What follows belongs to an exercise in optimizing a design on an open flow for small area, a short achievable clock period and few clock cycles; a production flow would make more cautious choices. Only the layout flow was run in this run; the RTL was not checked for function there. No activity file was given, so power comes from the tool's default toggle rates.

<file path="flow/run.sh">
#!/bin/bash
# synth_recipe.tcl (not shown) runs the flow's synth.tcl, then flattens the netlist and writes it again
# the make line also repeats each setting of config.mk as NAME=value (left out here)
make -C /OpenROAD-flow-scripts/flow DESIGN_CONFIG=/design/flow/config.mk WORK_HOME=/design/flow/orfs CLKGATE_MAP_FILE= SYNTH_SCRIPT=/design/flow/synth_recipe.tcl finish
</file>
<file path="flow/design.v">
module reuleaux(input logic clk, input logic rst_n, input logic [2:0] colour,
                input logic [7:0] centre_x, input logic [6:0] centre_y, input logic [7:0] diameter,
                input logic start, output logic done,
                output logic [7:0] vga_x, output logic [6:0] vga_y,
                output logic [2:0] vga_colour, output logic vga_plot);
     function automatic logic [9:0] rca(input logic [9:0] a, input logic [9:0] b, input logic ci);
          logic c;
          c = ci;
          for (int i = 0; i < 10; i++) begin
               rca[i] = a[i] ^ b[i] ^ c;
               c = (a[i] & b[i]) | (a[i] & c) | (b[i] & c);
          end
     endfunction
     localparam logic [159:0] FA = {10'd593, 10'd555, 10'd518, 10'd476, 10'd439, 10'd396, 10'd359, 10'd317,
                                    10'd280, 10'd238, 10'd200, 10'd158, 10'd121, 10'd79, 10'd42, 10'd0};
     localparam logic [95:0]  FB = {6'd36, 6'd34, 6'd32, 6'd26, 6'd24, 6'd22, 6'd21, 6'd19,
                                    6'd17, 6'd15, 6'd9, 6'd7, 6'd5, 6'd4, 6'd2, 6'd0};
     function automatic logic [9:0] fa(input logic [3:0] h);
          fa = 10'(FA >> (10 * h));
     endfunction
     function automatic logic [5:0] fb(input logic [3:0] l);
          fb = 6'(FB >> (6 * l));
     endfunction
     logic [7:0] di2, cx1;
     logic [8:0] cx2;
     always_ff @(posedge clk) begin
          di2 <= 8'(diameter + 8'd1) >> 1;
          cx1 <= centre_x + di2;
          cx2 <= {1'b0, centre_x} - {1'b0, di2};
     end
     logic [7:0] ox, oy;
     logic [9:0] crit;
     logic       ra;           
     logic [8:0] b1;
     logic [7:0] b2, by;
     logic [6:0] cy1;
     logic       w1;           
     logic [1:0] p;            
     logic       run;
     logic [7:0] xo;
     logic [6:0] yo;
     logic       plot_r;
     wire [8:0] x0 = {1'b0, cx1} - {1'b0, ox};
     wire [9:0] x3 = {cx2[8], cx2} + {2'b0, ox};
     wire [9:0] x1 = {b1[8], b1} + {2'b0, oy};
     wire [8:0] x2 = {1'b0, b2} - {1'b0, oy};
     wire [8:0] y0 = {2'b0, cy1} - {1'b0, oy};
     wire [8:0] s12 = {1'b1, by} + {1'b0, ox};
     wire [7:0] y12 = ra ? s12[7:0] : ~s12[7:0];
     wire       cpos = !crit[9] && (crit != 10'd0);
     wire [7:0] oy1  = oy + 8'd1;
     wire [7:0] oy2  = {oy[7:1] + 7'd1, oy[0]};
     wire [8:0] u    = {1'b0, oy2} - {1'b0, ox};
     wire       last = !u[8] && (u[7:1] != 7'd0 || (cpos && u[0]));
     wire [9:0] cra  = crit + {1'b0, oy1, 1'b1};
     wire [9:0] crb  = crit + {u, 1'b1};
     function automatic logic onx(input logic [8:0] v);
          onx = !v[8] && !(v[7] && (v[6] || v[5]));
     endfunction
     function automatic logic ony(input logic [7:0] v);
          ony = !v[7] && !(v[6] && v[5] && v[4] && v[3]);
     endfunction
     wire oky0 = ony(y0[7:0]), oky12 = ra ? ony(s12[7:0]) : ony(~s12[7:0]);
     wire rep12 = !ra && (u == 9'd2);
     wire rep2  = rep12 || (ra && oy == 8'd0);
     wire [3:0] ok = {onx(x3[8:0]) & oky0, onx(x2) & oky12 & !rep2, onx(x1[8:0]) & oky12 & !rep12, onx(x0) & oky0};
     wire [3:0] ge = (p == 2'd0) ? 4'b1111 : (p == 2'd1) ? 4'b1110 :
                     (p == 2'd2) ? 4'b1100 : 4'b1000;
     wire [3:0] v  = ok & ge;
     logic [1:0] sel;
     logic       more;      
     always_comb begin
          sel  = 2'd3;
          more = 1'b0;
          if (v[0]) begin sel = 2'd0; more = v[1] | v[2] | v[3]; end
          else if (v[1]) begin sel = 2'd1; more = v[2] | v[3]; end
          else if (v[2]) begin sel = 2'd2; more = v[3]; end
     end
     logic [7:0] xs;
     logic [6:0] ys;
     always_comb begin
          case (sel)
               2'd0: begin xs = x0[7:0]; ys = y0[6:0]; end
               2'd1: begin xs = x1[7:0]; ys = y12[6:0]; end
               2'd2: begin xs = x2[7:0]; ys = y12[6:0]; end
               default: begin xs = x3[7:0]; ys = y0[6:0]; end
          endcase
     end
     wire [8:0] y12t = ~s12;
     wire yoffb = (y0[8] && (!y12t[8] || y12t[7:0] >= 8'd120)) ||
                  (!y12t[8] && y12t[7:0] >= 8'd120);
     wire yoffa = y0[8] && ox <= 8'd136;
     wire x0hi = !x0[8] && x0[7] && (x0[6] || x0[5]);
     wire finb = !ra && (x2[8] || x0hi || yoffb) &&
                 (x3[9] || (!x1[9] && (x1[8] || (x1[7] && (x1[6] || x1[5])))) || yoffb);
     wire fina = ra && w1 && (x0hi || yoffa) && (x3[9] || yoffa);
     wire fin = fina || finb;
     wire [9:0] fs  = rca(fa(ox[7:4]), {4'd0, fb(ox[3:0])}, 1'b0);
     wire [8:0] q   = 9'(rca({2'd0, ox}, {4'd0, oy[5:0]}, 1'b0));
     wire [9:0] a6  = rca({1'd0, cy1, 2'b10}, {1'd0, b1}, 1'b0);
     wire [8:0] a3  = 9'(rca({2'd0, cy1, 1'b0}, ~{1'd0, b1}, 1'b1));
     always_ff @(posedge clk) begin
          if (!rst_n || !start) begin
               run <= 1'b0;
               done <= 1'b0;
               plot_r <= 1'b0;
          end else if (run) begin
               plot_r <= |v;
               if ((!more && last) || fin) begin
                    run <= 1'b0;
                    done <= 1'b1;
               end
          end else begin
               plot_r <= 1'b0;
               if (!done) begin
                    if (p == 2'd3) run <= 1'b1;
               end
          end
          if (!run) begin
               if (p == 2'd0) begin
                    ox <= diameter;
                    cy1 <= centre_y;
               end else if (p == 2'd1) begin
                    oy <= {2'd0, fs[9:4]};
               end else if (p == 2'd2) begin
                    b1 <= q;
               end else begin
                    b1 <= {1'b0, centre_x};
                    b2 <= centre_x;
                    cy1 <= a6[8:2];
                    w1 <= a6[9] && ox < 8'd222;
                    by <= (ox == 8'd255) ? ~{1'b0, a6[8:2]} : {a3[8] ^ (ox >= 8'd222), a3[7:1]};
                    oy <= 8'd0;
               end
               crit <= 10'd1 - {2'b0, ox};
               ra <= ox != 8'd255;
               p <= (rst_n && start && !done) ? p + 2'd1 : 2'd0;
          end else if (more) begin
               p <= sel + 2'd1;
          end else begin
               p <= 2'd0;
               oy <= oy1;
               crit <= cpos ? crb : cra;
               if (cpos) ox <= ox - 8'd1;
               if (ra && oy1 == di2) begin
                    ra <= 1'b0;
                    b1 <= cx2;
                    b2 <= cx1;
                    by <= ~{1'b0, cy1};
               end
          end
          xo <= xs;
          yo <= ys;
     end
     assign vga_x = xo;
     assign vga_y = yo;
     assign vga_plot = plot_r;
     assign vga_colour = colour;
endmodule
</file>
<file path="flow/config.mk">
export PLATFORM = sky130hd
export DESIGN_NAME = reuleaux
export DESIGN_NICKNAME = reuleaux
export VERILOG_FILES = /design/flow/design.v
export SDC_FILE = /design/flow/constraint.sdc
export NUM_CORES = 4
export LEC_CHECK = 0
export ABC_AREA = 1
export CAP_MARGIN = 20
export CORE_MARGIN = 2
export CORE_UTILIZATION = 40
export SLEW_MARGIN = 20
</file>
<file path="flow/constraint.sdc">
create_clock -name core_clock -period 10.0 [get_ports {clk}]
set_input_delay 2.0000 -clock core_clock [delete_from_list [all_inputs] [get_ports {clk}]]
set_output_delay 2.0000 -clock core_clock [all_outputs]
set_load 0.01 [all_outputs]
</file>
==> metrics.csv <==
stage,metric,value,unit
run_status,status,"complete, no violations",
min_path,WHS Path Cells,2,
synth,Async SR Flop Fraction,0,
min_path,class of the worst hold path,flop to flop,
synth,Syn Inst Count,1289,
global_route,gr usage total,0.2351,
synth,Post-synth top flop,edfxtp_1,
die,Site Rows,57,
global_route,largest net degree at the start of global routing,55,
clock_tree,H-tree depth,3,
drt,Vias per Instance,5.375,
clock_tree,Hold Buf Count CTS,0,
sta,RSZ-0062 raised after global routing,false,
global_route,vias in the first global route,8575,
drt,final wirelength,30.03,mm
sta,max_slew headroom,0.3307,
drt,TritonRoute pass-1 iters,5,
synth,Avg Inst Size Synth,7.548,um2
finish,share of cells above drive strength 1,0.04618,
die,core area,0.02411,mm2
placed_design,Final Wtd Congestion,0.9509,
synth,"Distinct cells, synth",57,
synth,Mapped Area,0.009729,mm2
global_route,global-route wire length before repair,46.73,mm
clock_tree,clk slew on worst S/H paths,0.08,ns
synth,"Seq/Total Area, Yosys",0.2737,
drt,DR iter-0 viols,702,
clock_tree,Longest Clk Path Bufs,2,
worst_setup_path,Startpoint Class,flop,
global_route,gr ovfl total,0,
run,Max Cap Viol,0,
finish,Final Util,0.4438,
worst_setup_path,Critical Path Source,oy[1],
sta,Tightest Pin Transition,1.000,ns
power,Max VDD drop,0.00008445,V
clock_tree,clock sinks,103,
sta,Hold WS,0.5091,ns
finish,synth-to-layout area growth,9.966,%
clock_tree,Post-CTS Setup Inserts,0,
sta,min Tclk post-route,4.566,ns
placed_design,Placed Area,0.01041,mm2
worst_setup_path,Critical Path AT,4.56,ns
finish,Layout Nets,1485,
finish,"Design Area, Final",0.01070,mm2
drt,DRC viols,0,
sta,Setup Viol. Count Final,0,
die,Chip Width,160.0,um
die,initial core utilization,0.4036,
clock_tree,"Clk Latency, worst-skew pair",0.36,ns
sta,Final Hold Viols,0,
worst_setup_path,Worst Setup End Kind,flop,
worst_setup_path,worst r2r src,oy[1],
sta,Fin Setup TNS,0,ns
sta,final-report max-slew violation count,0,
sta,clock skew,0.01114,ns
drt,via count,8842,
power,pwr/cell area,177.4,mW/mm2
min_path,hold path start,done,
finish,Antenna diodes,0,
worst_setup_path,CP required,9.99,ns
worst_setup_path,crit-path max FO,16,
clock_tree,CTS root buf,clkbuf_16,
sta,fin crit share,0.4566,
global_route,initial antenna violation count,0,
synth,Synthesized Nets,1458,
die,Ports,49,
clock_tree,CTS Buf Count,9,
clock_tree,post-CTS resize count,0,
sta,FMAX,219.0,MHz
worst_setup_path,CP Class,flop to flop,
die,Die Y-Extent,160.0,um
power,Pleak,5.015,nW
drt,WL/cell,18.25,um
placed_design,hpwl dp,23.87,mm
die,die footprint,0.02559,mm2
drt,post-route ant nets,0,
synth,number of synthesis warnings,1,
worst_setup_path,R2R depth,17,
placed_design,# port buffers,42,
synth,Post-synth EDFFs,60,
synth,"FF+latch count, synth",103,
clock_tree,TritonCTS clock tree,done,
[stage by stage]
stage	total power [W]	instances	setup slack [ns]
final	0.001899	1645	5.434
after global routing	0.002040	1645	5.087
after CTS	0.001898	1645	5.431
after detailed placement	0.001535	1629	5.435
after global placement	0.001531	1629	5.259
after floorplan	0.001230	1289	5.881
[critical path, cell delays in order (launching register included)]
cell and delay (ns):
edfxtp_1 0.71, inv_1 0.43, nor3_1 0.31, xor2_1 0.22, ha_1 0.31, nand2_1 0.10
inv_1 0.04, a21oi_1 0.18, nand2_1 0.07, nand2_1 0.05, nand2_1 0.06, nor2_1 0.18
nand3_2 0.14, nand4_2 0.16, nand3_2 0.12, nand3_2 0.34, nand2_2 0.15, nor3_4 0.63
[layout by cell type, fill, tap and decap left out, types with 12 or more instances in the layout]
cell type        count
a21oi_1             72
fa_1                31
nand4_1             28
nor2_1              97
nor3_1              12
edfxtp_1            60
dfxtp_1             43
nand3_1             65
nand2_2             14
xor2_1              45
nand2_1            309
ha_1               109
inv_1              170
o21ai_0             87
xnor2_1             14
clkdlybuf4s50_1     42
[cells by family (layout without fill, tap and decap cells)]
kind of cell	Yosys count	after routing	share of synthesized area
multiplexers	2	2	0.002058
AND/OR/NAND/NOR	554	554	0.2478
AO/OA/AOI/OAI	225	225	0.1318
XOR/XNOR	59	59	0.05311
adder cells (fa/ha/maj)	142	142	0.2060
flip-flops	103	103	0.2737
buffers and inverters	204	236	0.08552
[layout make-up]
cell class	count	area (um2)
clock buffer	10	239.0
clock inverter	6	51.30
fill	2509	13410
inverter	175	656.9
multi-input combinational	982	6241
sequential	103	2663
tap	324	405.4
timing repair buffer	45	442.9
[final timing paths]
| check | slack [ns] | to |
|---|---|---|
| setup / recovery | 5.43 | b2[2] |
| hold / removal | 0.51 | done |
| setup reg to reg | 5.43 | b2[2] |
| hold reg to reg | 0.51 | done |
[flip-flops by register name, summed over array words and instances (netlist names), 8 cells and up]
register  count
cx2           9
by            8
ox            8
oy            8
xo            8
b1            9
b2            8
crit         10
[routing by layer]
layer	track usage	vias to the layer above	routed length, um
met3	0.02753	46	1995
met5	0	-	0
li1	-	4338	-
met2	0.3979	321	14110
met1	0.3172	4137	13150
met4	0.06798	0	774
[power breakdown]
part / switching [W] / internal [W] / total [W]
logic: 0.000578 / 0.000359 / 0.000938
clock network: 0.000182 / 0.000180 / 0.000362
registers: 0.0000635 / 0.000536 / 0.000599
total: 0.000824 / 0.00107 / 0.00190
[cells in the mapped netlist (3+ instances only)]
| cell type | instances | area [um2] |
|---|---|---|
| clkbuf_1 | 16 | 60.06 |
| o21bai_1 | 5 | 37.54 |
| o31ai_1 | 3 | 22.52 |
| a21oi_1 | 72 | 360.4 |
| nor2_1 | 97 | 364.1 |
| clkbuf_8 | 4 | 55.05 |
| o21ai_1 | 5 | 25.02 |
| xnor2_1 | 14 | 122.6 |
| xor2_1 | 45 | 394.1 |
| inv_1 | 170 | 638.1 |
| a21o_1 | 5 | 37.54 |
| nand2_1 | 309 | 1160 |
| ha_1 | 109 | 1364 |
| o21ai_0 | 87 | 435.4 |
| buf_2 | 3 | 15.01 |
| o211ai_1 | 11 | 82.58 |
| nand2_2 | 14 | 87.58 |
| nor2_2 | 3 | 18.77 |
| o22ai_1 | 8 | 50.05 |
| nand3_2 | 8 | 80.08 |
| inv_2 | 5 | 18.77 |
| fa_1 | 31 | 620.6 |
| edfxtp_1 | 60 | 1802 |
| nor3_1 | 12 | 60.06 |
| nand3_1 | 65 | 325.3 |
| a31oi_1 | 5 | 31.28 |
| nand4_1 | 28 | 175.2 |
| buf_4 | 4 | 30.03 |
| or2_1 | 6 | 37.54 |
| dfxtp_1 | 43 | 860.8 |
| a21oi_2 | 4 | 35.03 |

-- static timing again, ports no longer ideal --
The flow's constraints put no driver on any port. The routed layout listed below was extracted and timed again, unchanged, in two steps. Step 1 sets driving cells, clkbuf_16 on the clock port and buf_2 on the other inputs (assumed; they add their load-dependent delay and slew). Step 2 adds t to the input delays and takes it off the output delays; t is the mean of the earliest and latest rising clock arrival at the registers after step 1. Input paths then give back, and output paths get back, about the clock's delay inside the block. a / b / c = no drivers / after step 1 / after step 2; a / b = the first two.
t, ns: 0.403
setup slack, ns: 5.434 / 5.434 / 5.434
hold WS [ns]: 0.509 / 0.509 / 0.509
After both steps setup and hold are still met in this run. For this run, drivers alone change the setup slack by 0.000 ns; drivers and shift together by 0.000 ns.
